Context: an optimization exercise on an open-source flow, tuned for small area. The choices shown serve that exercise and are no tape-out recipe.
RTL that was checked went through simulation tests only; none was proved equivalent to the original.
Function not checked in runs 1 and 2: the RTL went through the layout flow alone.
Power figures rest on the tool's default switching activity, not on a simulated workload.

==> flow/design.v, too long to show whole: its modules and the start of the top module <==
// module dot_product_stage_1: 24 lines
// module vd_mul: 1212 lines
// module vd_fa: 6 lines
// module vd_gtn: 6 lines
// module vd_xnor: 5 lines
// module vd_xor: 5 lines
// module vd_or: 5 lines
// module vd_gt: 6 lines
// module dot_product_stage_2: 129 lines
// module dot_product_TOP: 17 lines
module dot_product_TOP (in_vector_1, in_vector_2, clk, out_scalar);
  // ...
==> flow/flow/run.sh <==
#!/bin/bash
# The standard layout with: buf_2 port buffers, synthesis buffers removed at
# floorplan (placement is not timing driven), and a clock tree of clkbuf_4
# without dummy loads.
set -euo pipefail
export BUFFER_PORTS_ARGS="-buffer_cell sky130_fd_sc_hd__buf_2"
export REMOVE_ABC_BUFFERS=1
export CTS_ARGS="-sink_clustering_enable -repair_clock_nets -dont_use_dummy_load -buf_list sky130_fd_sc_hd__clkbuf_4"
bash standard.sh > standard.log 2>&1
==> flow/standard.sh <==
#!/bin/bash
# synth_recipe.tcl (not shown) runs the flow's synth.tcl, then flattens the netlist and writes it again
# the make line also repeats each setting of config.mk as NAME=value (left out here)
make -C /OpenROAD-flow-scripts/flow DESIGN_CONFIG=/design/flow/config.mk WORK_HOME=/design/flow/orfs CLKGATE_MAP_FILE= SYNTH_SCRIPT=/design/flow/synth_recipe.tcl "${@:-finish}"
==> flow/config.mk <==
export PLATFORM = sky130hd
export DESIGN_NAME = dot_product_TOP
export DESIGN_NICKNAME = dot_product_TOP
export VERILOG_FILES = /design/flow/design.v
export SDC_FILE = /design/flow/constraint.sdc
export NUM_CORES = 4
export LEC_CHECK = 0
export CAP_MARGIN = 0
export CORE_MARGIN = 2
export CORE_UTILIZATION = 70
export GPL_TIMING_DRIVEN = 0
export SLEW_MARGIN = 0
export SYNTH_HIERARCHICAL = 1
export SYNTH_MINIMUM_KEEP_SIZE = 0
==> flow/constraint.sdc <==
create_clock -name core_clock -period 10.0 [get_ports {clk}]
set_input_delay 2.0000 -clock core_clock [delete_from_list [all_inputs] [get_ports {clk}]]
set_output_delay 2.0000 -clock core_clock [all_outputs]
set_load 0.01 [all_outputs]
==> results by group, run 1 <==
Final layout
  • Commonest cells after routing, fill and taps aside: 990 x nand2_1, 751 x fa_1, 133 x buf_2
  • Multi-input gate area: 22500 um2
  • Multi-input gates: 2265
  • Num sequential: 59
  • CLK BUF: 9
  • Largest register FFs: 40
  • FF/Latch Area: 1180 um2
  • Most common library cell in the layout ignoring fill and taps: nand2_1
  • Filler cells: 2596

Yosys
  • Number of enable flip-flop cells after synthesis: 0
  • Compound-Gate Fraction of Synth Area: 0.0439
  • Synth Register Bits: 59
  • Post-Synth Simple-Gate Area: 0.209
  • Post-Synthesis Mean Instance Area: 9.64 um2

Power
  • Int Pwr: 3.70 mW

Critical path
  • Max FO, Critical Path: 18
  • CP bufs+invs: 1
  • Biggest cell delay along the critical path: 0.52 ns
  • Critical path startpoint: in_vector_2[25]

Global route
  • Top Usage Layer GRT: met2
  • Total Routing Usage GR: 0.366

Clocking
  • Setup Buffers After CTS: 0
  • H-Tree Depth: 3
  • Root buffer selected by CTS: clkbuf_4
  • Number of hold buffers added after CTS: 0
  • Clock sink count: 59

Detailed routing
  • DRT Pass-1 Iters: 5
  • Wire per inst: 21.0 um
  • Final wirelength: 62000 um
  • Antenna viol nets, final: 0

Place
  • Placed cell areas: 25000 um2
  • Placement Setup Slack: 0.00925 ns

Die
  • Well tap count: 455
  • Core region area: 34500 um2

Timing
  • Setup TNS: 0 ns
  • Hold Fails Final Rpt: 0
  • Clk_skew: 0.0461 ns

Run status
  • Status: timing/DRC/antenna clean
==> inputs of run 2 (changes only) <==
==> flow/flow/run.sh (replaced) <==
#!/bin/bash
# The standard layout with: buf_1 port buffers, synthesis buffers removed at
# floorplan (placement is not timing driven), and a clock tree of clkbuf_4
# without dummy loads.
set -euo pipefail
export BUFFER_PORTS_ARGS="-buffer_cell sky130_fd_sc_hd__buf_1"
export REMOVE_ABC_BUFFERS=1
export CTS_ARGS="-sink_clustering_enable -repair_clock_nets -dont_use_dummy_load -buf_list sky130_fd_sc_hd__clkbuf_4"
bash standard.sh > standard.log 2>&1
==> run 2 against run 1 <==
Still clean. Area after synthesis is the same. Non-clock buffer count is the same. Fmax shrank 1.2%. Count of clock-buffer cells in the layout is the same. Largest power group unchanged.
==> results by group, run 2 <==
Yosys
  • Fraction of registers with async set/reset: 0 (unchanged)
  • Synth Register Bits: 59 (unchanged)
  • Yosys cell types: 65 (unchanged)
  • Yosys warning count: 7 (unchanged)
  • Top-count cell post-synth: nand2_1 (unchanged)
  • Number of enable flip-flop cells after synthesis: 0 (unchanged)
  • Synth Cell Area: 24600 um2 (unchanged)
  • Most frequent cells after synthesis: 990 x nand2_1, 751 x fa_1, 173 x clkbuf_1 (unchanged)
  • Top_reg_cell synth: dfxtp_1 (unchanged)
  • Top cell type's share of synthesized area: 0.612 (unchanged)
  • Post-Synthesis Mean Instance Area: 9.64 um2 (unchanged)
  • Sequential share of the synthesized area: 0.0481 (unchanged)
  • Largest cells by area after synthesis: fa_1 61%, nand2_1 15%, dfxtp_1 4.8% (unchanged)
  • Cell count after synthesis: 2549 (unchanged)
  • Cell taking the most area after synthesis: fa_1 (unchanged)

Place
  • Placed cell areas: 24900 um2 (was 25000 um2)
  • PortBufs: 133 (unchanged)
  • Final HPWL DP: 48000 um (was 47800 um)
  • Placer congestion estimate: 0.900 (was 0.891)

Critical path
  • CP Cell Sequence: clkdlybuf4s15_1 -> nand2_1 -> fa_1 -> fa_1 -> fa_1 -> o22ai_1 -> nor2_1 -> o221ai_1 -> nand3_1 -> maj3_1 -> maj3_1 -> fa_1 -> fa_1 -> fa_1 -> fa_1 -> fa_1 -> fa_1 -> nor2b_1 -> o31ai_1 -> a21o_1 -> a211oi_1 -> o22ai_4 -> o21ai_0 -> fa_1
  • Slowest-stage cell, CP: clkdlybuf4s15_1 (was fa_1)
  • Reg2Reg Setup Slack: 1.01 ns (was 1.09 ns)
  • Biggest cell delay along the critical path: 0.80 ns (was 0.52 ns)
  • Worst endpoint required time: 10.26 ns (was 10.27 ns)
  • Critical Path Start Type: input port (unchanged)
  • Reg2reg end: stage2_out[14] (unchanged)
  • RR Startpoint: stage1_part[0] (unchanged)
  • Max FO, Critical Path: 18 (unchanged)
  • Cell mode on critical path: fa_1 (unchanged)
  • Reg2reg path depth: 25 (unchanged)
  • Worst EP arrival: 9.92 ns (was 9.82 ns)
  • Setup CP Type: input port to flop (unchanged)
  • CP endpoint kind: flop (unchanged)

Die
  • Core region area: 34500 um2 (unchanged)
  • Initial Util: 0.711 (unchanged)
  • Die ar.: 36600 um2 (unchanged)
  • Placement Rows: 68 (unchanged)
  • Die X: 191 um (unchanged)
  • Die Ht: 191 um (unchanged)
  • I/O pins: 134 (unchanged)

Timing
  • Crit share post-route: 0.966 (was 0.954)
  • Clock period minus worst slack: 9.66 ns (was 9.54 ns)
  • Worst hold slack: 0.444 ns (was 0.438 ns)
  • Relative slew slack: 0.132 (was 0.524)
  • Setup TNS: 0 ns (unchanged)
  • # setup viols final: 0 (unchanged)
  • RSZ-0062 raised after global routing: false (unchanged)
  • Clk_skew: 0.0373 ns (was 0.0461 ns)
  • Final Max Tran Viols: 0 (unchanged)
  • Worst slew pin tran: 1.30 ns (was 0.709 ns)
  • Peak Freq: 104 MHz (was 105 MHz)
  • Hold Fails Final Rpt: 0 (unchanged)

Detailed routing
  • Via count: 18.5k (was 18.6k)
  • Final wirelength: 62600 um (was 62000 um)
  • DRC violations left: 0 (unchanged)
  • Drt initial violations: 1337 (was 1628)
  • Antenna viol nets, final: 0 (unchanged)
  • DRT Pass-1 Iters: 6 (was 5)
  • Wire per inst: 21.3 um (was 21.0 um)
  • Routed vias/inst: 6.29 (was 6.32)

Clocking
  • Max Root-Sink Buffers: 2 (unchanged)
  • Clock latency on the worst-skew pair: 0.42 ns (was 0.40 ns)
  • H-Tree Depth: 3 (unchanged)
  • Root buffer selected by CTS: clkbuf_4 (unchanged)
  • Clock transition at path regs: 0.10 ns (was 0.11 ns)
  • CTS tree: done (unchanged)
  • Clock sink count: 59 (unchanged)
  • Setup Buffers After CTS: 0 (unchanged)
  • Total CTS buffers: 9 (unchanged)

Job
  • MaxCap Viol Count: 0 (unchanged)

Power
  • Leakage: 8.36 nW (was 8.56 nW)
  • Power density over the cells: 313 nW/um2 (was 312 nW/um2)
  • Max VDD drop: 373 uV (was 358 uV)

Final layout
  • Area grow syn2layout: 1.89% (was 2.19%)
  • Most common library cell in the layout ignoring fill and taps: nand2_1 (unchanged)
  • Largest regs: stage1_part: 40 flops, stage2_out: 19 flops (unchanged)
  • Fraction of layout cells with a size suffix above 1: 0.0365 (was 0.0711)
  • Commonest cells after routing, fill and taps aside: 990 x nand2_1, 751 x fa_1, 84 x buf_1 (was 990 x nand2_1, 751 x fa_1, 133 x buf_2)
  • Final instance area: 25000 um2 (was 25100 um2)
  • Ant diodes: 0 (unchanged)
  • Top reg by flops: stage1_part (unchanged)
  • Largest register FFs: 40 (unchanged)
  • Layout Nets: 3360 (unchanged)
  • Finished Core Util: 0.725 (was 0.727)

Run status
  • Status: timing/DRC/antenna clean (unchanged)

Global route
  • Met1 Usage GRT: 0.494 (was 0.499)
  • Top Usage Layer GRT: met2 (unchanged)
  • First-pass GRT wire length: 104000 um (about the same)
  • Met2 Track Usage GR: 0.618 (was 0.605)
  • Gr ovfl total: 0 (unchanged)
  • Largest net degree at the start of global routing: 20 (unchanged)
  • Total Routing Usage GR: 0.370 (was 0.366)
  • Vias in the first global route: 20.5k (was 20.4k)
  • Initial antenna violation count: 0 (unchanged)
  • Global-route met3 utilization: 0.0668 (was 0.0676)

Hold path
  • Hold worst-path end: stage2_out[18] (unchanged)
  • Worst min path class: flop to flop (unchanged)
  • Hold depth: 1 (unchanged)
  • Min-delay src: stage1_part[39] (unchanged)
run 2: layer usage:
layer	vias to the layer above	routed length, um
li1	7685	-
met1	9581	22800
met2	1072	31400
met3	194	6320
met4	2	2070
met5	-	51
run 2: what timing repair did:
item | CTS | global route
gates cloned | 0 | 0
endpoints found under the setup margin | 15 | 35
hold buffers | 0 | 0
gates resized for setup | 29 | 90
run 2: worst max-delay path: cells and delay by family:
family | cells | cell delay [ns]
buffers and inverters | 1 | 0.80
AO/OA/AOI/OAI | 7 | 1.48
adder cells (fa/ha/maj) | 12 | 5.07
AND/OR/NAND/NOR | 4 | 0.59
run 2: area by class of cell:
cell class                      instances  area (um2)
Fill cell                            2640        9510
Inverter                               22        82.6
Tap cell                              455         569
Multi-Input combinational cell       2265       22500
Sequential cell                        59        1180
Timing Repair Buffer                  135         617
Clock buffer                            9        67.6
run 2: report_power, final:
group	total, mW	switching (mW)	internal (mW)
sequential	0.358	0.0381	0.320
combinational	7.35	4.02	3.33
clock	0.116	0.0749	0.0416
run 2: modules after synthesis, one instance, submodules excluded:
module               area, um2  copies in the design  flops+latches  cells
vd_xor                    8.76                    36              0      1
vd_fa                     20.0                   750              0      1
dot_product_TOP           1180                     1             59     59
vd_gt                     13.8                     6              0      2
vd_or                     6.26                    54              0      1
vd_gtn                    7.51                    36              0      2
dot_product_stage_1       97.6                     1              0      9
dot_product_stage_2        830                     1              0    117
vd_mul                    2000                     3              0    463
vd_xnor                   8.76                    51              0      1
run 2: metrics by stage:
stage | power (mW) | std cells | worst slack [ns]
3_5_place_dp | 7.70 | 2936 | -0.594
5_1_grt | 8.90 | 2945 | 0.00567
2_1_floorplan | 6.21 | 2346 | 1.19
3_3_place_gp | 7.45 | 2934 | -0.440
4_1_cts | 7.84 | 2945 | 0.000480
6_report | 7.83 | 2945 | 0.339
run 2: worst max path at each step:
stage                 endpoint  slack, ns  depth (start not counted)            start
3_5_place_dp    stage1_part[0]      -0.59                         25  in_vector_1[24]
6_report       stage1_part[11]       0.34                         24  in_vector_1[45]
3_3_place_gp    stage1_part[3]      -0.44                         25   in_vector_2[7]
4_1_cts         stage1_part[4]     0.0005                         25   in_vector_2[3]
5_1_grt         stage1_part[3]      0.006                         25   in_vector_2[7]
2_1_floorplan  stage1_part[14]       1.19                         24  in_vector_1[19]
run 2: cells by family (layout without fill, tap and decap cells):
logic type	count (synthesis)	count (layout)	share of synthesized area
buffers and inverters	225	166	0.0365
and+or+nand+nor	1223	1223	0.209
AOI/OAI and AO/OA	152	152	0.0439
adders and majority gates	759	759	0.615
xor gates and xnor gates	129	129	0.0469
DFF	59	59	0.0481
muxes	2	2	0.000866
==> module dot_product_stage_2, before the edit <==
module dot_product_stage_2 (stage2_in, stage2_out);
  input [39:0] stage2_in;
  output [18:0] stage2_out;
  wire [17:0] s  = stage2_in[17:0];
  wire [18:1] cy = stage2_in[35:18];
  wire ey = stage2_in[36];
  wire ez = stage2_in[37];
  wire sx = stage2_in[38];
  wire zero_sign = stage2_in[39];
  wire [19:0] u;
  wire s1;
  wire c2;
  vd_fa u2 (.a(s[0]), .b(ey), .ci(ez), .s(s1), .co(c2));
  wire s3;
  wire c4;
  vd_fa u4 (.a(cy[1]), .b(s[1]), .ci(c2), .s(s3), .co(c4));
  wire s5;
  wire c6;
  vd_fa u6 (.a(cy[2]), .b(s[2]), .ci(c4), .s(s5), .co(c6));
  wire s7;
  wire c8;
  vd_fa u8 (.a(cy[3]), .b(s[3]), .ci(c6), .s(s7), .co(c8));
  wire s9;
  wire c10;
  vd_fa u10 (.a(cy[4]), .b(s[4]), .ci(c8), .s(s9), .co(c10));
  wire s11;
  wire c12;
  vd_fa u12 (.a(cy[5]), .b(s[5]), .ci(c10), .s(s11), .co(c12));
  wire s13;
  wire c14;
  vd_fa u14 (.a(cy[6]), .b(s[6]), .ci(c12), .s(s13), .co(c14));
  wire s15;
  wire c16;
  vd_fa u16 (.a(cy[7]), .b(s[7]), .ci(c14), .s(s15), .co(c16));
  wire s17;
  wire c18;
  vd_fa u18 (.a(cy[8]), .b(s[8]), .ci(c16), .s(s17), .co(c18));
  wire s19;
  wire c20;
  vd_fa u20 (.a(cy[9]), .b(s[9]), .ci(c18), .s(s19), .co(c20));
  wire s21;
  wire c22;
  vd_fa u22 (.a(cy[10]), .b(s[10]), .ci(c20), .s(s21), .co(c22));
  wire s23;
  wire c24;
  vd_fa u24 (.a(cy[11]), .b(s[11]), .ci(c22), .s(s23), .co(c24));
  wire g25;
  wire t26;
  vd_gt u26 (.a(cy[12]), .b(s[12]), .g(g25), .t(t26));
  wire s27;
  assign s27 = (t26 & ~g25) ^ c24;
  wire c28;
  assign c28 = g25 | (t26 & c24);
  wire g29;
  wire t30;
  vd_gt u30 (.a(cy[13]), .b(s[13]), .g(g29), .t(t30));
  wire s31;
  assign s31 = (t30 & ~g29) ^ c28;
  wire c32;
  assign c32 = g29 | (t30 & c28);
  wire g33;
  wire t34;
  vd_gt u34 (.a(cy[14]), .b(s[14]), .g(g33), .t(t34));
  wire s35;
  assign s35 = (t34 & ~g33) ^ c32;
  wire c36;
  assign c36 = g33 | (t34 & c32);
  wire g37;
  wire t38;
  vd_gt u38 (.a(cy[15]), .b(s[15]), .g(g37), .t(t38));
  wire s39;
  assign s39 = (t38 & ~g37) ^ c36;
  wire c40;
  assign c40 = g37 | (t38 & c36);
  wire g41;
  wire t42;
  vd_gt u42 (.a(cy[16]), .b(s[16]), .g(g41), .t(t42));
  wire s43;
  assign s43 = (t42 & ~g41) ^ c40;
  wire c44;
  assign c44 = g41 | (t42 & c40);
  wire g45;
  wire t46;
  vd_gt u46 (.a(cy[17]), .b(s[17]), .g(g45), .t(t46));
  wire s47;
  assign s47 = (t46 & ~g45) ^ c44;
  wire c48;
  assign c48 = g45 | (t46 & c44);
  wire s49;
  wire c50;
  assign s49 = cy[18] ^ c48;
  assign c50 = cy[18] & c48;
  assign u[0] = s1;
  assign u[1] = s3;
  assign u[2] = s5;
  assign u[3] = s7;
  assign u[4] = s9;
  assign u[5] = s11;
  assign u[6] = s13;
  assign u[7] = s15;
  assign u[8] = s17;
  assign u[9] = s19;
  assign u[10] = s21;
  assign u[11] = s23;
  assign u[12] = s27;
  assign u[13] = s31;
  assign u[14] = s35;
  assign u[15] = s39;
  assign u[16] = s43;
  assign u[17] = s47;
  assign u[18] = s49;
  assign u[19] = c50;
  wire [17:0] lo = u[17:0];
  wire lo_zero = ~(|lo);
  wire [2:0] hi = {1'b0, u[19:18]} - {2'b00, ey} - {2'b00, ez};
  wire hi_pos  = ~hi[2] & (hi[1:0] != 2'b00);       
  wire hi_zero = (hi == 3'b000);
  wire hi_m1   = (hi == 3'b111);                    
  wire ovf  = hi_pos | (hi[2] & ~hi_m1) | (hi_m1 & lo_zero);
  wire [17:0] below;                                 
  assign below[0] = 1'b0;
  genvar k;
  generate for (k = 1; k < 18; k = k + 1) begin : g_or
    assign below[k] = below[k-1] | lo[k-1];
  end endgenerate
  wire [17:0] mag = (lo ^ ({18{hi_m1}} & below)) | {18{ovf}};
  wire sgn = (hi_zero & lo_zero) ? zero_sign : (sx ^ hi[2]);
  assign stage2_out = {sgn, mag};
endmodule
==> inputs of run 3 (changes only) <==
--- a/flow/design.v
+++ b/flow/design.v
@@ -1313,52 +1313,28 @@
   wire s23;
   wire c24;
   vd_fa u24 (.a(cy[11]), .b(s[11]), .ci(c22), .s(s23), .co(c24));
-  wire g25;
-  wire t26;
-  vd_gt u26 (.a(cy[12]), .b(s[12]), .g(g25), .t(t26));
+  wire s25;
+  wire c26;
+  vd_fa u26 (.a(cy[12]), .b(s[12]), .ci(c24), .s(s25), .co(c26));
   wire s27;
-  assign s27 = (t26 & ~g25) ^ c24;
   wire c28;
-  assign c28 = g25 | (t26 & c24);
-  wire g29;
-  wire t30;
-  vd_gt u30 (.a(cy[13]), .b(s[13]), .g(g29), .t(t30));
+  vd_fa u28 (.a(cy[13]), .b(s[13]), .ci(c26), .s(s27), .co(c28));
+  wire s29;
+  wire c30;
+  vd_fa u30 (.a(cy[14]), .b(s[14]), .ci(c28), .s(s29), .co(c30));
   wire s31;
-  assign s31 = (t30 & ~g29) ^ c28;
   wire c32;
-  assign c32 = g29 | (t30 & c28);
-  wire g33;
-  wire t34;
-  vd_gt u34 (.a(cy[14]), .b(s[14]), .g(g33), .t(t34));
+  vd_fa u32 (.a(cy[15]), .b(s[15]), .ci(c30), .s(s31), .co(c32));
+  wire s33;
+  wire c34;
+  vd_fa u34 (.a(cy[16]), .b(s[16]), .ci(c32), .s(s33), .co(c34));
   wire s35;
-  assign s35 = (t34 & ~g33) ^ c32;
   wire c36;
-  assign c36 = g33 | (t34 & c32);
-  wire g37;
-  wire t38;
-  vd_gt u38 (.a(cy[15]), .b(s[15]), .g(g37), .t(t38));
-  wire s39;
-  assign s39 = (t38 & ~g37) ^ c36;
-  wire c40;
-  assign c40 = g37 | (t38 & c36);
-  wire g41;
-  wire t42;
-  vd_gt u42 (.a(cy[16]), .b(s[16]), .g(g41), .t(t42));
-  wire s43;
-  assign s43 = (t42 & ~g41) ^ c40;
-  wire c44;
-  assign c44 = g41 | (t42 & c40);
-  wire g45;
-  wire t46;
-  vd_gt u46 (.a(cy[17]), .b(s[17]), .g(g45), .t(t46));
-  wire s47;
-  assign s47 = (t46 & ~g45) ^ c44;
-  wire c48;
-  assign c48 = g45 | (t46 & c44);
-  wire s49;
-  wire c50;
-  assign s49 = cy[18] ^ c48;
-  assign c50 = cy[18] & c48;
+  vd_fa u36 (.a(cy[17]), .b(s[17]), .ci(c34), .s(s35), .co(c36));
+  wire c37;
+  assign c37 = cy[18] & c36;
+  wire s38;
+  assign s38 = cy[18] ^ c36;
   assign u[0] = s1;
   assign u[1] = s3;
   assign u[2] = s5;
@@ -1371,14 +1347,14 @@
   assign u[9] = s19;
   assign u[10] = s21;
   assign u[11] = s23;
-  assign u[12] = s27;
-  assign u[13] = s31;
-  assign u[14] = s35;
-  assign u[15] = s39;
-  assign u[16] = s43;
-  assign u[17] = s47;
-  assign u[18] = s49;
-  assign u[19] = c50;
+  assign u[12] = s25;
+  assign u[13] = s27;
+  assign u[14] = s29;
+  assign u[15] = s31;
+  assign u[16] = s33;
+  assign u[17] = s35;
+  assign u[18] = s38;
+  assign u[19] = c37;
   wire [17:0] lo = u[17:0];
   wire lo_zero = ~(|lo);
   wire [2:0] hi = {1'b0, u[19:18]} - {2'b00, ey} - {2'b00, ez};
--- a/flow/config.mk
+++ b/flow/config.mk
@@ -7,7 +7,7 @@
 export LEC_CHECK = 0
 export CAP_MARGIN = 0
 export CORE_MARGIN = 2
-export CORE_UTILIZATION = 70
+export CORE_UTILIZATION = 85
 export GPL_TIMING_DRIVEN = 0
 export SLEW_MARGIN = 0
 export SYNTH_HIERARCHICAL = 1
==> run 3 against run 2 <==
Worst hold slack gained 0.011 ns. Total power rose by 5.1%. Sequential cell count is the same. Area after synthesis fell by 0.93%. Critical endpoint is now stage1_part[4]. Still clean. Cell count is 3.8% lower. Critical path type unchanged. Highest routed layer is now met4. Sequential share of layout area is 0.054 points higher. Largest cell class unchanged. Synthesized cell count shrank 1.5%. Die area down 18%.
==> results by group, run 3 <==
Place
  • Placer congestion estimate: 0.934 (was 0.900)
  • Placement Setup Slack: -0.618 ns (was -0.594 ns)
  • PortBufs: 133 (unchanged)
  • Placed insts: 2823 (was 2936)
  • Final HPWL DP: 49900 um (was 48000 um)

Yosys
  • Post-synthesis xor/xnor area fraction: 0.0445 (was 0.0469)
  • Yosys cell types: 58 (was 65)
  • Post-Synthesis Mean Instance Area: 9.70 um2 (was 9.64 um2)
  • Largest cells by area after synthesis: fa_1 62%, nand2_1 15%, dfxtp_1 4.9% (was fa_1 61%, nand2_1 15%, dfxtp_1 4.8%)
  • Compound-Gate Fraction of Synth Area: 0.0414 (was 0.0439)
  • Post-Synth Simple-Gate Area: 0.203 (was 0.209)
  • Adder-Cell Fraction of Synth Area: 0.626 (was 0.615)
  • Most frequent cells after synthesis: 984 x nand2_1, 757 x fa_1, 172 x clkbuf_1 (was 990 x nand2_1, 751 x fa_1, 173 x clkbuf_1)
  • Synth Register Bits: 59 (unchanged)
  • Mux share of post-synthesis cell area: 0.000463 (was 0.000866)
  • Top-count cell post-synth: nand2_1 (unchanged)
  • Top_reg_cell synth: dfxtp_1 (unchanged)
  • Number of enable flip-flop cells after synthesis: 0 (unchanged)
  • Synth Cell Area: 24300 um2 (was 24600 um2)
  • Fraction of registers with async set/reset: 0 (unchanged)
  • Cell taking the most area after synthesis: fa_1 (unchanged)
  • Sequential share of the synthesized area: 0.0485 (was 0.0481)
  • Top cell type's share of synthesized area: 0.623 (was 0.612)
  • Largest family of logic cells by synthesized area: adder cells (unchanged)
  • Yosys warning count: 7 (unchanged)
  • Cell count after synthesis: 2511 (was 2549)

Timing
  • Peak Freq: 102 MHz (was 104 MHz)
  • Crit share post-route: 0.980 (was 0.966)
  • Hold Fails Final Rpt: 0 (unchanged)
  • # setup viols final: 0 (unchanged)
  • Worst hold slack: 0.455 ns (was 0.444 ns)
  • Relative slew slack: 0.152 (was 0.132)
  • Post-layout worst setup margin: 0.203 ns (was 0.339 ns)
  • Clk_skew: 0.0205 ns (was 0.0373 ns)
  • Worst slew pin tran: 1.27 ns (was 1.30 ns)
  • Final Max Tran Viols: 0 (unchanged)
  • Clock period minus worst slack: 9.80 ns (was 9.66 ns)

Power
  • Net Sw Power: 4.49 mW (was 4.14 mW)
  • Leakage: 8.28 nW (was 8.36 nW)
  • Net Sw Frac: 0.546 (was 0.528)
  • Reg power frac: 0.044 (was 0.046)
  • Max VDD drop: 386 uV (was 373 uV)
  • Power share of the combinational group: 0.942 (was 0.939)
  • Power density over the cells: 332 nW/um2 (was 313 nW/um2)
  • Int Pwr: 3.74 mW (was 3.69 mW)
  • Proportion of power drawn by the clock network: 0.014 (was 0.015)

Global route
  • First-pass GRT wire length: 112000 um (was 104000 um)
  • Largest net degree at the start of global routing: 19 (was 20)
  • Gr ovfl total: 0 (unchanged)
  • Initial antenna violation count: 0 (unchanged)
  • Vias in the first global route: 22.8k (was 20.5k)
  • Total Routing Usage GR: 0.482 (was 0.370)

Final layout
  • Area grow syn2layout: 1.69% (was 1.89%)
  • Ant diodes: 0 (unchanged)
  • Top reg by flops: stage1_part (unchanged)
  • Final std cells w/o fill: 2834 (was 2945)
  • Largest register FFs: 40 (unchanged)
  • Commonest cells after routing, fill and taps aside: 984 x nand2_1, 757 x fa_1, 85 x buf_1 (was 990 x nand2_1, 751 x fa_1, 84 x buf_1)
  • Fraction of layout cells with a size suffix above 1: 0.0354 (was 0.0365)
  • Layout Nets: 3332 (was 3360)
  • Largest regs: stage1_part: 40 flops, stage2_out: 19 flops (unchanged)
  • Most common library cell in the layout ignoring fill and taps: nand2_1 (unchanged)

Die
  • Core region area: 28000 um2 (was 34500 um2)
  • Die ar.: 30000 um2 (was 36600 um2)
  • Die X: 173 um (was 191 um)
  • Die Ht: 173 um (was 191 um)
  • Placement Rows: 61 (was 68)
  • Initial Util: 0.869 (was 0.711)
  • I/O pins: 134 (unchanged)

Hold path
  • Worst min path class: flop to flop (unchanged)

Run status
  • Status: timing/DRC/antenna clean (unchanged)

Clocking
  • Clock sink count: 59 (unchanged)
  • Root buffer selected by CTS: clkbuf_4 (unchanged)
  • CTS tree: done (unchanged)
  • Number of hold buffers added after CTS: 0 (unchanged)
  • Clock latency on the worst-skew pair: 0.40 ns (was 0.42 ns)
  • Max Root-Sink Buffers: 2 (unchanged)
  • H-Tree Depth: 3 (unchanged)
  • Clock transition at path regs: 0.09 ns (was 0.10 ns)
  • Total CTS buffers: 9 (unchanged)

Detailed routing
  • Via count: 19.6k (was 18.5k)
  • Routed vias/inst: 6.93 (was 6.29)
  • Wire per inst: 23.6 um (was 21.3 um)
  • Drt initial violations: 2424 (was 1337)
  • DRT Pass-1 Iters: 9 (was 6)
  • Final wirelength: 67000 um (was 62600 um)
  • DRC violations left: 0 (unchanged)
  • Antenna viol nets, final: 0 (unchanged)

Critical path
  • Critical Path Start Type: input port (unchanged)
  • CP endpoint kind: flop (unchanged)
  • Worst EP arrival: 10.08 ns (was 9.92 ns)
  • Worst endpoint required time: 10.28 ns (was 10.26 ns)
  • Max FO, Critical Path: 18 (unchanged)
  • Setup CP Type: input port to flop (unchanged)

Job
  • MaxCap Viol Count: 0 (unchanged)
run 3: cell count changes after synthesis, sizes merged, moves of 3 or more:
cell,before,now
xnor2,80,73
or2,65,60
a21oi,29,32
nand2,990,984
and2,7,0
nand4,8,3
fa,751,757
nor2,59,56
run 3: power groups by stage:
stage | sequential [mW] | clock (mW) | combinational [mW]
final | 0.358 | 0.115 | 7.75
after global routing | 0.365 | 0.128 | 8.61
after CTS | 0.359 | 0.115 | 7.57
after detailed placement | 0.364 | 0 | 7.52
after global placement | 0.359 | 0 | 6.95
after floorplan | 0.363 | 0 | 5.78
run 3: final timing paths:
path	start	to	slack (ns)	cells after the start
hold / removal	stage1_part[39]	stage2_out[18]	0.45	1
hold reg to reg	stage1_part[39]	stage2_out[18]	0.45	1
setup reg to reg	stage1_part[36]	stage2_out[8]	0.26	26
setup / recovery	in_vector_2[23]	stage1_part[4]	0.20	25
run 3: layer usage:
layer | up-vias | share of wire | track usage
li1 | 7576 | - | -
met1 | 9578 | 0.30 | 0.586
met2 | 1848 | 0.48 | 0.785
met3 | 647 | 0.14 | 0.139
met4 | 0 | 0.078 | 0.273
met5 | - | 0 | 0
run 3: logic make-up (layout without fill, tap and decap cells):
kind of cell	count (synthesis)	count (layout)
AND/OR/NAND/NOR	1194	1194
buffers and inverters	224	169
XOR/XNOR	121	121
flip-flops	59	59
adder cells (fa/ha/maj)	765	765
multiplexers	1	1
AO/OA/AOI/OAI	147	147
run 3: cell type report:
type	count	area, um2
clock buffer	9	67.6
fill	1388	3250
inverter	23	86.3
multi-input combinational	2228	22300
sequential	59	1180
tap	378	473
timing repair buffer	137	634
run 3: per-module statistics from Yosys (local to each module, per instance), a selection:
| module | cells | flops+latches | copies in the design | cell area [um2] |
|---|---|---|---|---|
| vd_mul | 463 | 0 | 3 | 2000 |
| vd_xnor | 1 | 0 | 51 | 8.76 |
| vd_or | 1 | 0 | 54 | 6.26 |
| vd_fa | 1 | 0 | 756 | 20.0 |
| dot_product_stage_2 | 85 | 0 | 1 | 563 |
| dot_product_TOP | 59 | 59 | 1 | 1180 |
| vd_xor | 1 | 0 | 36 | 8.76 |
run 3: per-stage QoR:
step	setup TNS, ns	area, um2	total power [mW]	utilization
5_1_grt	-0.000917	24800	9.10	0.884
2_1_floorplan	0	23500	6.15	-
3_3_place_gp	-14.20	24500	7.31	0.875
6_report	0	24800	8.23	0.884
3_5_place_dp	-13.37	24600	7.88	0.877
4_1_cts	0	24800	8.04	0.884
run 3: what timing repair did:
item	4_1_cts	5_1_grt
endpoints found under the setup margin	21	35
buffers inserted	2	0
gates resized for setup	30	86
pin swaps	1	0
run 3: critical path, stage by stage:
cell and delay (ns):
buf_2 0.40, nand2_1 0.16, or2_1 0.27, fa_1 0.57, fa_1 0.49, a222oi_1 0.39
inv_1 0.08, o221ai_1 0.15, nand3_1 0.15, maj3_1 0.37, maj3_1 0.40, fa_1 0.39
fa_1 0.39, fa_1 0.38, fa_1 0.39, fa_1 0.40, fa_1 0.42, nor2b_1 0.25
o31ai_1 0.14, a21o_1 0.24, a211oi_1 0.43, o22ai_4 0.26, nand2_1 0.16, xor2_1 0.32
fa_1 0.47
==> inputs of run 4 (changes only) <==
--- a/flow/config.mk
+++ b/flow/config.mk
@@ -7,7 +7,7 @@
 export LEC_CHECK = 0
 export CAP_MARGIN = 0
 export CORE_MARGIN = 2
-export CORE_UTILIZATION = 85
+export CORE_UTILIZATION = 55
 export GPL_TIMING_DRIVEN = 0
 export SLEW_MARGIN = 0
 export SYNTH_HIERARCHICAL = 1
==> run 4 against run 3 <==
Still clean. First-iteration DRC count shrank 47%. Count of clock-buffer cells in the layout is the same. Routed wire length shrank 4.0%. Clock skew grew 0.0078 ns. Total power shrank 5.0%. Area after synthesis is the same. Utilization shrank 31 points.
==> results by group, run 4 <==
Run status
  • Status: timing/DRC/antenna clean (unchanged)

Critical path
  • Biggest cell delay along the critical path: 0.46 ns (was 0.57 ns)
  • Worst EP arrival: 9.91 ns (was 10.08 ns)
  • CP endpoint kind: flop (unchanged)
  • Setup CP Type: flop to flop (was input port to flop)
  • Slowest-stage cell, CP: fa_1 (unchanged)
  • Worst endpoint required time: 10.25 ns (was 10.28 ns)
  • Critical Path Start Type: flop (was input port)
  • Cell mode on critical path: fa_1 (unchanged)
  • Max FO, Critical Path: 5 (was 18)

Yosys
  • Top cell type's share of synthesized area: 0.623 (unchanged)
  • Yosys cell types: 58 (unchanged)
  • Top-count cell post-synth: nand2_1 (unchanged)
  • Number of enable flip-flop cells after synthesis: 0 (unchanged)
  • Top_reg_cell synth: dfxtp_1 (unchanged)
  • Largest cells by area after synthesis: fa_1 62%, nand2_1 15%, dfxtp_1 4.9% (unchanged)
  • Cell taking the most area after synthesis: fa_1 (unchanged)
  • Most frequent cells after synthesis: 984 x nand2_1, 757 x fa_1, 172 x clkbuf_1 (unchanged)
  • Post-Synthesis Mean Instance Area: 9.70 um2 (unchanged)
  • Cell count after synthesis: 2511 (unchanged)
  • Yosys warning count: 7 (unchanged)
  • Synth Register Bits: 59 (unchanged)
  • Synth Cell Area: 24300 um2 (unchanged)
  • Fraction of registers with async set/reset: 0 (unchanged)
  • Sequential share of the synthesized area: 0.0485 (unchanged)

Clocking
  • H-Tree Depth: 3 (unchanged)
  • Total CTS buffers: 9 (unchanged)
  • Root buffer selected by CTS: clkbuf_4 (unchanged)
  • Number of hold buffers added after CTS: 0 (unchanged)
  • Clock sink count: 59 (unchanged)
  • CTS tree: done (unchanged)
  • Clock latency on the worst-skew pair: 0.40 ns (about the same)
  • Max Root-Sink Buffers: 2 (unchanged)
  • Clock transition at path regs: 0.10 ns (was 0.09 ns)

Job
  • MaxCap Viol Count: 0 (unchanged)

Detailed routing
  • Drt initial violations: 1279 (was 2424)
  • Via count: 18.0k (was 19.6k)
  • Wire per inst: 21.1 um (was 23.6 um)
  • DRT Pass-1 Iters: 5 (was 9)
  • DRC violations left: 0 (unchanged)
  • Routed vias/inst: 5.90 (was 6.93)
  • Final wirelength: 64300 um (was 67000 um)
  • Antenna viol nets, final: 0 (unchanged)

Global route
  • Top Usage Layer GRT: met2 (unchanged)
  • Vias in the first global route: 19.9k (was 22.8k)
  • First-pass GRT wire length: 107000 um (was 112000 um)
  • Largest net degree at the start of global routing: 19 (unchanged)
  • Global-route met3 utilization: 0.0470 (was 0.139)
  • Met1 Usage GRT: 0.406 (was 0.586)
  • Met2 Track Usage GR: 0.495 (was 0.785)
  • Gr ovfl total: 0 (unchanged)
  • Initial antenna violation count: 1 (was 0)
  • Total Routing Usage GR: 0.298 (was 0.482)

Final layout
  • Area grow syn2layout: 3.09% (was 1.69%)
  • Most common library cell in the layout ignoring fill and taps: nand2_1 (unchanged)
  • Largest register FFs: 40 (unchanged)
  • Largest regs: stage1_part: 40 flops, stage2_out: 19 flops (unchanged)
  • Finished Core Util: 0.571 (was 0.884)
  • Final std cells w/o fill: 3053 (was 2834)
  • Top reg by flops: stage1_part (unchanged)
  • Layout Nets: 3336 (was 3332)
  • Commonest cells after routing, fill and taps aside: 984 x nand2_1, 757 x fa_1, 85 x buf_1 (unchanged)
  • Filler cells: 3988 (was 1388)
  • Fraction of layout cells with a size suffix above 1: 0.0382 (was 0.0354)

Place
  • Placed insts: 3037 (was 2823)
  • PortBufs: 133 (unchanged)
  • Final HPWL DP: 48700 um (was 49900 um)
  • Placer congestion estimate: 0.861 (was 0.934)
  • Placement Setup Slack: -0.709 ns (was -0.618 ns)

Hold path
  • Worst min path class: flop to flop (unchanged)

Die
  • I/O pins: 134 (unchanged)
  • Die Ht: 214 um (was 173 um)
  • Placement Rows: 77 (was 61)
  • Die X: 214 um (was 173 um)
  • Die ar.: 46000 um2 (was 30000 um2)
  • Initial Util: 0.554 (was 0.869)
  • Core region area: 43900 um2 (was 28000 um2)

Timing
  • Worst slew pin tran: 1.29 ns (was 1.27 ns)
  • Final Max Tran Viols: 0 (unchanged)
  • Setup TNS: 0 ns (unchanged)
  • Crit share post-route: 0.966 (was 0.980)
  • Clk_skew: 0.0283 ns (was 0.0205 ns)
  • Hold Fails Final Rpt: 0 (unchanged)
  • Post-layout worst setup margin: 0.337 ns (was 0.203 ns)
  • Peak Freq: 103 MHz (was 102 MHz)
  • Relative slew slack: 0.141 (was 0.152)
  • # setup viols final: 0 (unchanged)
  • Clock period minus worst slack: 9.66 ns (was 9.80 ns)

Power
  • Int Pwr: 3.70 mW (was 3.74 mW)
  • Net Sw Power: 4.12 mW (was 4.49 mW)
  • Net Sw Frac: 0.527 (was 0.546)
  • Max VDD drop: 308 uV (was 386 uV)
  • Power share of the combinational group: 0.940 (was 0.942)
  • Reg power frac: 0.045 (was 0.044)
  • Power density over the cells: 311 nW/um2 (was 332 nW/um2)
  • Leakage: 8.31 nW (was 8.28 nW)
  • Proportion of power drawn by the clock network: 0.014 (about the same)
## run 4: cell types whose count changed in the layout (fill, tap and decap cells not counted), sizes merged
cell | previous run | this run
clkdlybuf4s18 | 3 | 5
diode | 0 | 1
clkbuf | 41 | 40
buf | 99 | 102
## run 4: power by group through the flow
stage	Sequential [mW]	Clock (mW)	Combinational, mW
floorplan	0.363	0	5.78
global placement	0.358	0	7.20
detailed placement	0.361	0	7.34
CTS	0.355	0.118	7.38
global route	0.362	0.127	8.46
finish	0.353	0.113	7.35
## run 4: final timing paths
kind,start,to,slack [ns],cells after the start
worst max-delay path,stage1_part[0],stage2_out[16],0.34,28
worst max register to register,stage1_part[0],stage2_out[16],0.34,28
worst min register to register,stage1_part[39],stage2_out[18],0.50,1
worst min-delay path,stage1_part[39],stage2_out[18],0.50,1
## run 4: cell families after synthesis
kind of cell | share of synthesized area
simple gates | 0.203
fa+ha+maj | 0.626
buf+inv | 0.0364
compound gates | 0.0414
xor+xnor | 0.0445
flops | 0.0485
mux | 0.000463
## run 4: per-layer routing
| metal | vias to the layer above | share of wire |
|---|---|---|
| li1 | 7575 | - |
| met1 | 9446 | 0.39 |
| met2 | 840 | 0.49 |
| met3 | 147 | 0.081 |
| met4 | 0 | 0.032 |
| met5 | - | 0 |
## run 4: worst max-delay path, delay by kind of cell, from the launching register on
family | cells | cell delay (ns)
buf+inv | 2 | 0.20
compound gates | 2 | 0.23
simple gates | 3 | 0.65
fa+ha+maj | 21 | 8.08
flops | 1 | 0.33
## run 4: layout make-up
type	count	area, um2	share of cell area
Clock buffer	9	67.6	0.00269
Multi-Input combinational cell	2228	22300	0.890
Antenna cell	1	2.50	0.0000997
Tap cell	592	741	0.0295
Inverter	23	86.3	0.00344
Sequential cell	59	1180	0.0471
Timing Repair Buffer	141	679	0.0271
## run 4: per-module statistics from Yosys, one instance, submodules excluded
| module | cells | times used | flip-flops and latches |
|---|---|---|---|
| dot_product_TOP | 59 | 1 | 59 |
| dot_product_stage_1 | 9 | 1 | 0 |
| dot_product_stage_2 | 85 | 1 | 0 |
| vd_fa | 1 | 756 | 0 |
| vd_gtn | 2 | 36 | 0 |
| vd_mul | 463 | 3 | 0 |
| vd_or | 1 | 54 | 0 |
| vd_xnor | 1 | 51 | 0 |
| vd_xor | 1 | 36 | 0 |
## run 4: timing repair
item,CTS,global route
pin swaps,0,1
buffers inserted,0,6
resized for setup,41,87
endpoints found under the setup margin,28,53
## run 4: stage by stage
| step | hold WS, ns | instance area [um2] | total power [mW] |
|---|---|---|---|
| 2_1_floorplan | 0.417 | 23500 | 6.15 |
| 3_3_place_gp | 0.503 | 24800 | 7.56 |
| 3_5_place_dp | 0.509 | 24800 | 7.70 |
| 4_1_cts | 0.492 | 25100 | 7.85 |
| 5_1_grt | 0.514 | 25100 | 8.95 |
| 6_report | 0.501 | 25100 | 7.82 |
==> inputs of run 5 (changes only) <==
--- a/flow/config.mk
+++ b/flow/config.mk
@@ -7,7 +7,7 @@
 export LEC_CHECK = 0
 export CAP_MARGIN = 0
 export CORE_MARGIN = 2
-export CORE_UTILIZATION = 55
+export CORE_UTILIZATION = 70
 export GPL_TIMING_DRIVEN = 0
 export SLEW_MARGIN = 0
 export SYNTH_HIERARCHICAL = 1
==> run 5 against run 4 <==
Synthesized cell count unchanged. Critical path depth shrank 3. Cell count down 4.7%. Via count is 1.8% higher. Clock power about the same. Routed wire length decreased by 5.0%.
==> results by group, run 5 <==
Run status
  • Status: timing/DRC/antenna clean (unchanged)

Global route
  • First-pass GRT wire length: 102000 um (was 107000 um)
  • Gr ovfl total: 0 (unchanged)
  • Vias in the first global route: 20.3k (was 19.9k)
  • Initial antenna violation count: 0 (was 1)
  • Top Usage Layer GRT: met2 (unchanged)
  • Total Routing Usage GR: 0.367 (was 0.298)
  • Met2 Track Usage GR: 0.616 (was 0.495)
  • Met1 Usage GRT: 0.491 (was 0.406)
  • Global-route met3 utilization: 0.0613 (was 0.0470)
  • Largest net degree at the start of global routing: 19 (unchanged)

Critical path
  • CP endpoint kind: flop (unchanged)
  • Critical path startpoint: stage1_part[36] (was stage1_part[0])
  • Worst endpoint required time: 10.28 ns (was 10.25 ns)
  • CP bufs+invs: 1 (was 2)
  • Max FO, Critical Path: 9 (was 5)
  • Setup CP Type: flop to flop (unchanged)
  • Critical Path Start Type: flop (unchanged)
  • Crit-path leading delay family: adder cells (unchanged)
  • Cell mode on critical path: fa_1 (unchanged)
  • Worst EP arrival: 9.99 ns (was 9.91 ns)
  • RR Startpoint: stage1_part[36] (was stage1_part[0])
  • Slowest-stage cell, CP: fa_1 (unchanged)
  • Biggest cell delay along the critical path: 0.44 ns (was 0.46 ns)

Place
  • Final HPWL DP: 46500 um (was 48700 um)
  • PortBufs: 133 (unchanged)
  • Placer congestion estimate: 0.883 (was 0.861)
  • Placed insts: 2900 (was 3037)

Yosys
  • Cell taking the most area after synthesis: fa_1 (unchanged)
  • Fraction of registers with async set/reset: 0 (unchanged)
  • Yosys cell types: 58 (unchanged)
  • Sequential share of the synthesized area: 0.0485 (unchanged)
  • Yosys warning count: 7 (unchanged)
  • Top_reg_cell synth: dfxtp_1 (unchanged)
  • Post-Synthesis Mean Instance Area: 9.70 um2 (unchanged)
  • Top-count cell post-synth: nand2_1 (unchanged)
  • Synth Register Bits: 59 (unchanged)
  • Number of enable flip-flop cells after synthesis: 0 (unchanged)
  • Synth Cell Area: 24300 um2 (unchanged)
  • Most frequent cells after synthesis: 984 x nand2_1, 757 x fa_1, 172 x clkbuf_1 (unchanged)
  • Largest cells by area after synthesis: fa_1 62%, nand2_1 15%, dfxtp_1 4.9% (unchanged)
  • Cell count after synthesis: 2511 (unchanged)
  • Top cell type's share of synthesized area: 0.623 (unchanged)

Final layout
  • Ant diodes: 0 (was 1)
  • Commonest cells after routing, fill and taps aside: 984 x nand2_1, 757 x fa_1, 88 x buf_1 (was 984 x nand2_1, 757 x fa_1, 85 x buf_1)
  • Most common library cell in the layout ignoring fill and taps: nand2_1 (unchanged)
  • Final std cells w/o fill: 2911 (was 3053)
  • Largest regs: stage1_part: 40 flops, stage2_out: 19 flops (unchanged)
  • Top reg by flops: stage1_part (unchanged)
  • Filler cells: 2644 (was 3988)
  • Fraction of layout cells with a size suffix above 1: 0.0330 (was 0.0382)
  • Area grow syn2layout: 1.97% (was 3.09%)
  • Largest register FFs: 40 (unchanged)
  • Layout Nets: 3332 (was 3336)

Timing
  • Peak Freq: 103 MHz (about the same)
  • Clock period minus worst slack: 9.71 ns (was 9.66 ns)
  • Worst slew pin tran: 1.27 ns (was 1.29 ns)
  • Hold Fails Final Rpt: 0 (unchanged)
  • Final Max Tran Viols: 0 (unchanged)
  • RSZ-0062 raised after global routing: false
  • Setup TNS: 0 ns (unchanged)
  • Relative slew slack: 0.156 (was 0.141)
  • # setup viols final: 0 (unchanged)
  • Crit share post-route: 0.971 (was 0.966)
  • Clk_skew: 0.0281 ns (was 0.0283 ns)

Clocking
  • CTS tree: done (unchanged)
  • Clock latency on the worst-skew pair: 0.40 ns (about the same)
  • Clock sink count: 59 (unchanged)
  • Root buffer selected by CTS: clkbuf_4 (unchanged)
  • Clock transition at path regs: 0.08 ns (was 0.10 ns)
  • Max Root-Sink Buffers: 2 (unchanged)
  • H-Tree Depth: 3 (unchanged)
  • Total CTS buffers: 9 (unchanged)

Detailed routing
  • Antenna viol nets, final: 0 (unchanged)
  • Drt initial violations: 1350 (was 1279)
  • Via count: 18.3k (was 18.0k)
  • Final wirelength: 61100 um (was 64300 um)
  • Wire per inst: 21.0 um (was 21.1 um)
  • DRT Pass-1 Iters: 6 (was 5)
  • Routed vias/inst: 6.30 (was 5.90)
  • DRC violations left: 0 (unchanged)

Die
  • Die ar.: 36300 um2 (was 46000 um2)
  • I/O pins: 134 (unchanged)
  • Die Ht: 190 um (was 214 um)
  • Core region area: 34400 um2 (was 43900 um2)
  • Die X: 190 um (was 214 um)
  • Placement Rows: 68 (was 77)
  • Initial Util: 0.708 (was 0.554)

Job
  • MaxCap Viol Count: 0 (unchanged)

Power
  • Power density over the cells: 313 nW/um2 (was 311 nW/um2)
  • Max VDD drop: 354 uV (was 308 uV)
  • Leakage: 8.27 nW (was 8.31 nW)

Hold path
  • Worst min path class: flop to flop (unchanged)
  • Min-delay src: stage1_part[39] (unchanged)
run 5: power breakdown:
group | total, mW | internal [mW] | switching, mW
clock network | 0.111 | 0.0416 | 0.0693
logic | 7.30 | 3.31 | 3.99
registers | 0.354 | 0.317 | 0.0375
total | 7.76 | 3.67 | 4.09
run 5: cells by family (layout without fill, tap and decap cells):
group | after synthesis | count (layout) | synth area share
and+or+nand+nor | 1194 | 1194 | 0.203
adders and majority gates | 765 | 765 | 0.626
buffers and inverters | 224 | 169 | 0.0364
AOI/OAI and AO/OA | 147 | 147 | 0.0414
xor gates and xnor gates | 121 | 121 | 0.0445
DFF | 59 | 59 | 0.0485
muxes | 1 | 1 | 0.000463
run 5: final cells by class:
class                   instances  area, um2  area share
flip-flops and latches         59       1180      0.0476
inverters                      23       86.3     0.00348
clock buffers                   9       67.6     0.00272
well taps                     455        569      0.0229
multi-input cells            2228      22300       0.899
repair buffers                137        612      0.0246
run 5: what timing repair did:
| item | CTS | global route |
|---|---|---|
| pin swaps | 1 | 0 |
| hold buffers | 0 | 0 |
| setup endpoints to repair | 21 | 36 |
| setup buffers | 2 | 0 |
| gates resized for setup | 12 | 89 |
run 5: stage by stage:
| stage | cell area (um2) | total power [mW] | hold WS, ns | util | worst slack [ns] |
|---|---|---|---|---|---|
| after global placement | 24600 | 7.41 | 0.430 | 0.716 | -0.622 |
| final | 24800 | 7.76 | 0.451 | 0.722 | 0.291 |
| after detailed placement | 24700 | 7.63 | 0.435 | 0.717 | -0.491 |
| after floorplan | 23500 | 6.15 | 0.417 | - | 0.155 |
| after CTS | 24800 | 7.77 | 0.454 | 0.722 | 0.00255 |
| after global routing | 24800 | 8.81 | 0.488 | 0.722 | 0.00688 |
run 5: final timing paths:
path	endpoint	slack, ns	cells past startpoint
worst max register to register	stage2_out[18]	0.29	25
worst min register to register	stage2_out[18]	0.45	1
worst min-delay path	stage2_out[18]	0.45	1
worst max-delay path	stage2_out[18]	0.29	25
run 5: modules after synthesis (local to each module, per instance):
module / flops+latches / times used
dot_product_TOP: 59 / 1
dot_product_stage_1: 0 / 1
dot_product_stage_2: 0 / 1
vd_fa: 0 / 756
vd_gtn: 0 / 36
vd_mul: 0 / 3
vd_or: 0 / 54
vd_xnor: 0 / 51
vd_xor: 0 / 36
run 5: layer usage:
layer	vias up	wire (um)
met3	163	6180
met2	1120	31000
met4	0	1870
li1	7560	-
met1	9491	22100
met5	-	0

separate check: timing with driven ports:
In the flow no input, the clock included, has a driving cell. The finished layouts below were timed again as built, in two steps.
Step 1 assumes that a clkbuf_16 drives the clock port and a buf_2 every other input.
Step 2 moves the port delays by t, midway between the first and last clock arrival at a register: inputs arrive t later, outputs are due t later. That takes back most of the time a late clock gives input paths.
a / b / c = ideal / step 1 / step 2; a / b = the first two.
run | t (ns) | setup slack, ns | worst setup path after step 2
run 1 | 0.403 | 0.457 / 0.459 / 0.056 | input to register
run 2 | 0.425 | 0.339 / 0.336 / -0.089 | input to register
run 3 | 0.421 | 0.203 / 0.192 / -0.229 | input to register
run 4 | 0.412 | 0.337 / 0.337 / -0.034 | input to register
run 5 | 0.417 | 0.291 / 0.291 / -0.084 | input to register
Met with ideal ports but missed after step 2: setup timing in run 2, run 3, run 4 and run 5. For run 3, which loses most, drivers alone change the setup slack by -0.011 ns; drivers and shift together by -0.432 ns.
